This is an optimization exercise on Yosys and OpenROAD, whose aim is small area and a short achievable clock period, not a production implementation.
RTL that was checked went through simulation tests only; none was proved equivalent to the original.
No activity file was given, so power comes from the tool's default toggle rates.

pepper:
Design FP32Multi, start of the top module:
module FP32Multi
(
    input         clk,
    input         input_valid,
    input [31:0]  x1,
    input [31:0]  x2,
    output [31:0] y,
    output reg    out_valid
);
Size: roughly 4800 cells after synthesis, roughly 99 I/O pins.
clock: 8.5 ns
lec_check: 0
abc_area: 1
cap_margin: 20
core_margin: 2
core_utilization: 40
setup_slack_margin: 5
slew_margin: 20
synth_hierarchical: 1
tns_end_percent: 0
run.sh (not shown) runs the stock make flow with config.mk's settings and CLKGATE_MAP_FILE= SYNTH_SCRIPT=/design/flow/synth_recipe.tcl, a recipe that flattens the netlist after the stock synthesis.
### pepper -> violet
- TNS_END_PERCENT no longer set, was 0
==> run notes <==
- violet vs. pepper: length of routed met2 wiring higher, cell area power density roughly the same, routed wire length higher, first-pass GRT wire length higher, achievable frequency higher.
- In terms of stage delay of the slowest cell on the critical path, violet and pepper differ only marginally.
- Sort violet and pepper by instance area at placement, ascending, and violet comes first.
- Comparing critical path required time for violet and pepper, the bigger number came from violet.
- violet: net switching power of the design about 1.7% above pepper

* * *

## rev 12
Another version of the RTL of FP32Multi (not shown whole).
Size in the first run: roughly 260 flip-flops, about 99 I/O pins, ~28000 um^2 of cells after synthesis.
export LEC_CHECK = 0
export CAP_MARGIN = 20
export CORE_MARGIN = 2
export CORE_UTILIZATION = 40
export SETUP_SLACK_MARGIN = 5
export SLEW_MARGIN = 20
export SYNTH_HIERARCHICAL = 1
create_clock -name core_clock -period 8.5 [get_ports {clk}]
The final layout from rev 12, which completed every stage, passed the timing, design-rule and antenna checks at the end of the flow.
Modified inputs, rev 13 compared to rev 12
- an added ABC_AREA of 1
Findings:
When rev 13 is set beside rev 12, its ratio of routed vias to standard cells turns out to be 1.0 smaller.
Rev 12 ended up with met5 as its uppermost signal routing layer after detailed routing; rev 13 ended up with met4.
Between rev 13 and rev 12, combined global-route utilization of all metal layers is lower for rev 13, rev 12 comes in above that.
Cmp rev 13 and rev 12 / routed wire length / higher: rev 13
The fraction of area in multi-input gates of rev 13 falls short of that of rev 12 by 3.2 points.
On worst hold slack, rev 13 and rev 12 are basically level.
No functional check of the RTL was part of any run of this note.

* * *

Another version of the RTL of FP32Multi (not shown whole).
Size in the first run: about 2,200 cells after synthesis, roughly 0.022 mm2 of cells after synthesis.
export LEC_CHECK = 0
export CAP_MARGIN = 20
export CORE_MARGIN = 2
export CORE_UTILIZATION = 40
export SETUP_SLACK_MARGIN = 5
export SLEW_MARGIN = 20
export SYNTH_HIERARCHICAL = 1
export TNS_END_PERCENT = 0
create_clock -name core_clock -period 8.5 [get_ports {clk}]
standard.sh (not shown) runs the stock make flow with config.mk's settings and CLKGATE_MAP_FILE= SYNTH_SCRIPT=/design/flow/synth_recipe.tcl, a recipe that flattens the netlist after the stock synthesis.
==> flow/flow/run.sh <==
#!/bin/bash
# Layout flow: the standard ORFS flow, with synthesis mapped by the ABC
# script in flow/abc.script (no ABC-side buffering/sizing; OpenROAD sizes
# the gates after placement) at a tighter ABC delay target.
set -euo pipefail
HERE=$(pwd)
ABC_D=${ABC_D:-$(cat flow/abc_d.txt 2>/dev/null || echo 3300)}
{
  cat <<'EOT'
proc abc {args} {
  set new {}
  set skip 0
  foreach a $args {
    if {$skip} { set skip 0; continue }
    if {$a eq "-script"} { lappend new -script $::env(MY_ABC_SCRIPT); set skip 1; continue }
    if {$a eq "-D"} { lappend new -D $::env(MY_ABC_D); set skip 1; continue }
    lappend new $a
  }
  puts "flow abc: $new"
  yosys abc {*}$new
}
EOT
  cat synth_recipe.tcl
} > my_synth.tcl
export MY_ABC_SCRIPT=$HERE/flow/abc.script
export MY_ABC_D=$ABC_D
sed "s#SYNTH_SCRIPT=[^ ]*#SYNTH_SCRIPT=$HERE/my_synth.tcl#" standard.sh > my_standard.sh
bash my_standard.sh > flow_make.log 2>&1
==> flow/flow/abc.script <==
&get -n
&st
&dch
&nf -R 1000
&put
topo
stime -c
The baseline completed without violations.
==> next run, changes <==
CORE_UTILIZATION = 60   (was 40)
PLACE_DENSITY = 0.72   (was not set)
The new run passed the timing, design-rule and antenna checks; via count grows by a few percent; routed wire length shrinks slightly; synthesized area does not change.
No run of this note included a check of the RTL's function; only the layout flow was run.

* * *

FP32Multi, a different RTL version from the one above (not shown whole).
For scale: about 2200 cells after synthesis, about 260 flip-flops, roughly 99 I/O pins, about 22000 sq um of cells after synthesis.
export LEC_CHECK = 0
export CAP_MARGIN = 20
export CORE_MARGIN = 2
export CORE_UTILIZATION = 65
export CTS_CLUSTER_DIAMETER = 100
export CTS_CLUSTER_SIZE = 30
export PLACE_DENSITY = 0.78
export SETUP_SLACK_MARGIN = 5
export SLEW_MARGIN = 20
export SYNTH_HIERARCHICAL = 1
export TNS_END_PERCENT = 0
create_clock -name core_clock -period 8.5 [get_ports {clk}]
==> flow/flow/run.sh <==
#!/bin/bash
# Layout flow: the standard ORFS flow (standard.sh) unchanged except for
#  - synthesis: the same script, but ABC maps with flow/abc.script (area
#    oriented, no ABC-side buffering or sizing; OpenROAD sizes the gates
#    after placement);
#  - flow/env.sh: extra ORFS settings (port buffers are buf_1 cells).
# All tool output goes to flow_make.log and ORFS's own logs under orfs/logs.
set -euo pipefail
HERE=$(pwd)
ABC_D=${ABC_D:-$(cat flow/abc_d.txt 2>/dev/null || echo 3300)}
{
  cat <<'EOT'
proc abc {args} {
  set new {}
  set skip 0
  foreach a $args {
    if {$skip} { set skip 0; continue }
    if {$a eq "-script"} { lappend new -script $::env(MY_ABC_SCRIPT); set skip 1; continue }
    if {$a eq "-D"} { lappend new -D $::env(MY_ABC_D); set skip 1; continue }
    lappend new $a
  }
  puts "flow abc: $new"
  yosys abc {*}$new
}
EOT
  cat synth_recipe.tcl
} > my_synth.tcl
# optional extra ORFS settings
[ -f flow/env.sh ] && source flow/env.sh
export MY_ABC_SCRIPT=$HERE/flow/abc.script
export MY_ABC_D=$ABC_D
sed "s#SYNTH_SCRIPT=[^ ]*#SYNTH_SCRIPT=$HERE/my_synth.tcl#" standard.sh > my_standard.sh
bash my_standard.sh > flow_make.log 2>&1
==> flow/flow/env.sh <==
export BUFFER_PORTS_ARGS="-buffer_cell sky130_fd_sc_hd__buf_1"
Scripts as last shown in full above: flow/flow/abc.script
The first run completed without violations.
Next try:
--- a/flow/flow/run.sh
+++ b/flow/flow/run.sh
@@ -1,9 +1,6 @@
 #!/bin/bash
-# Layout flow: the standard ORFS flow (standard.sh) unchanged except for
-#  - synthesis: the same script, but ABC maps with flow/abc.script (area
-#    oriented, no ABC-side buffering or sizing; OpenROAD sizes the gates
-#    after placement);
-#  - flow/env.sh: extra ORFS settings (port buffers are buf_1 cells).
-# All tool output goes to flow_make.log and ORFS's own logs under orfs/logs.
+# Layout flow: the standard ORFS flow, with synthesis mapped by the ABC
+# script in flow/abc.script (no ABC-side buffering/sizing; OpenROAD sizes
+# the gates after placement) at a tighter ABC delay target.
 set -euo pipefail
 HERE=$(pwd)
==> flow/flow/abc.script (replaced) <==
&get -n
&st
&dch
&nf -R 50
&put
topo
stime -c
- CORE_UTILIZATION: 65 -> 60
- CTS_CLUSTER_DIAMETER: 100 -> default
- CTS_CLUSTER_SIZE: 30 -> default
- PLACE_DENSITY: 0.78 -> 0.72
Die area went up by 8.9%.
Cell area went up by 3.4%.
Via count went down by 2.6%.
Hold slack gets worse by 0.0088 ns.
Total power went up by 3.2%.
Count of clock-buffer cells in the layout went up by 26.
Next try:
--- a/flow/flow/run.sh
+++ b/flow/flow/run.sh
@@ -1,6 +1,9 @@
 #!/bin/bash
-# Layout flow: the standard ORFS flow, with synthesis mapped by the ABC
-# script in flow/abc.script (no ABC-side buffering/sizing; OpenROAD sizes
-# the gates after placement) at a tighter ABC delay target.
+# Layout flow: the standard ORFS flow (standard.sh) unchanged except for
+#  - synthesis: the same script, but ABC maps with flow/abc.script (area
+#    oriented, no ABC-side buffering or sizing; OpenROAD sizes the gates
+#    after placement);
+#  - flow/env.sh: extra ORFS settings (port buffers are buf_1 cells).
+# All tool output goes to flow_make.log and ORFS's own logs under orfs/logs.
 set -euo pipefail
 HERE=$(pwd)
==> flow/flow/abc.script (replaced) <==
&get -n
&st
&dch
&nf -R 1000
&put
topo
stime -c
- CTS_CLUSTER_DIAMETER: default -> 70
- CTS_CLUSTER_SIZE: default -> 25
Area after synthesis shrinks by 0.66%.
Clock skew grows by 0.0073 ns.
Via count grows by 1.3%.
Next try:
--- a/flow/flow/run.sh
+++ b/flow/flow/run.sh
@@ -1,9 +1,6 @@
 #!/bin/bash
-# Layout flow: the standard ORFS flow (standard.sh) unchanged except for
-#  - synthesis: the same script, but ABC maps with flow/abc.script (area
-#    oriented, no ABC-side buffering or sizing; OpenROAD sizes the gates
-#    after placement);
-#  - flow/env.sh: extra ORFS settings (port buffers are buf_1 cells).
-# All tool output goes to flow_make.log and ORFS's own logs under orfs/logs.
+# Layout flow: the standard ORFS flow, with synthesis mapped by the ABC
+# script in flow/abc.script (no ABC-side buffering/sizing; OpenROAD sizes
+# the gates after placement) at a tighter ABC delay target.
 set -euo pipefail
 HERE=$(pwd)
- CTS_CLUSTER_DIAMETER: 70 -> default
- CTS_CLUSTER_SIZE: 25 -> default
Outcome:
- total power went up by about 1.3%
- worst setup slack is better by 0.025 ns
- routed wire length hardly moves
- clock-buffer cell count went up by 13
- sequential power is about the same
- final cell count went up by about 0.5%
- global-route usage stays flat
- clock power went up by about 9%

port drivers added, routing unchanged:
The results above use ideal ports. As a check the final layouts listed here were re-extracted and re-timed, cells and wires unchanged. Step 1, drivers: a clkbuf_16 drives clk and a buf_2 each remaining input, both assumed. Step 2, shift: input delay + t, output delay - t, t = (earliest + latest rising clock arrival at the registers) / 2. This alone moves slack from input paths to output paths. Three values: ideal, step 1, step 2; two values: the first two.
| run | t, ns | setup WS [ns] | hold slack, ns | cell pins on the clock port's net |
|---|---|---|---|---|
| pepper | 0.655 | 4.933 / 4.933 / 4.420 | 0.318 / 0.318 / 0.318 | 1 |
| violet | 0.671 | 5.007 / 5.007 / 4.453 | 0.326 / 0.326 / 0.326 | 1 |
| rev 12 | 0.654 | 4.921 / 4.936 / 4.297 | 0.326 / 0.326 / 0.326 | 1 |
| rev 13 | 0.671 | 4.989 / 4.989 / 4.383 | 0.324 / 0.324 / 0.324 | 1 |
| the first run of note 3 | 0.635 | 4.291 / 4.330 / 3.694 | 0.320 / 0.320 / 0.320 | 1 |
| the second run of note 3 | 0.626 | 4.370 / 4.401 / 3.775 | 0.326 / 0.326 / 0.326 | 1 |
| the first run of note 4 | 0.567 | 4.925 / 4.925 / 4.925 | 0.334 / 0.334 / 0.334 | 1 |
| the second run of note 4 | 0.631 | 4.963 / 4.963 / 4.963 | 0.325 / 0.325 / 0.325 | 1 |
| the third run of note 4 | 0.608 | 4.959 / 4.959 / 4.911 | 0.323 / 0.323 / 0.323 | 1 |
| the fourth run of note 4 | 0.646 | 4.984 / 4.984 / 4.913 | 0.313 / 0.313 / 0.313 | 1 |
After both steps setup and hold are still met in every run listed. The setup slack of rev 12, which loses most, moves by +0.015 ns with the drivers and by -0.624 ns with both steps.
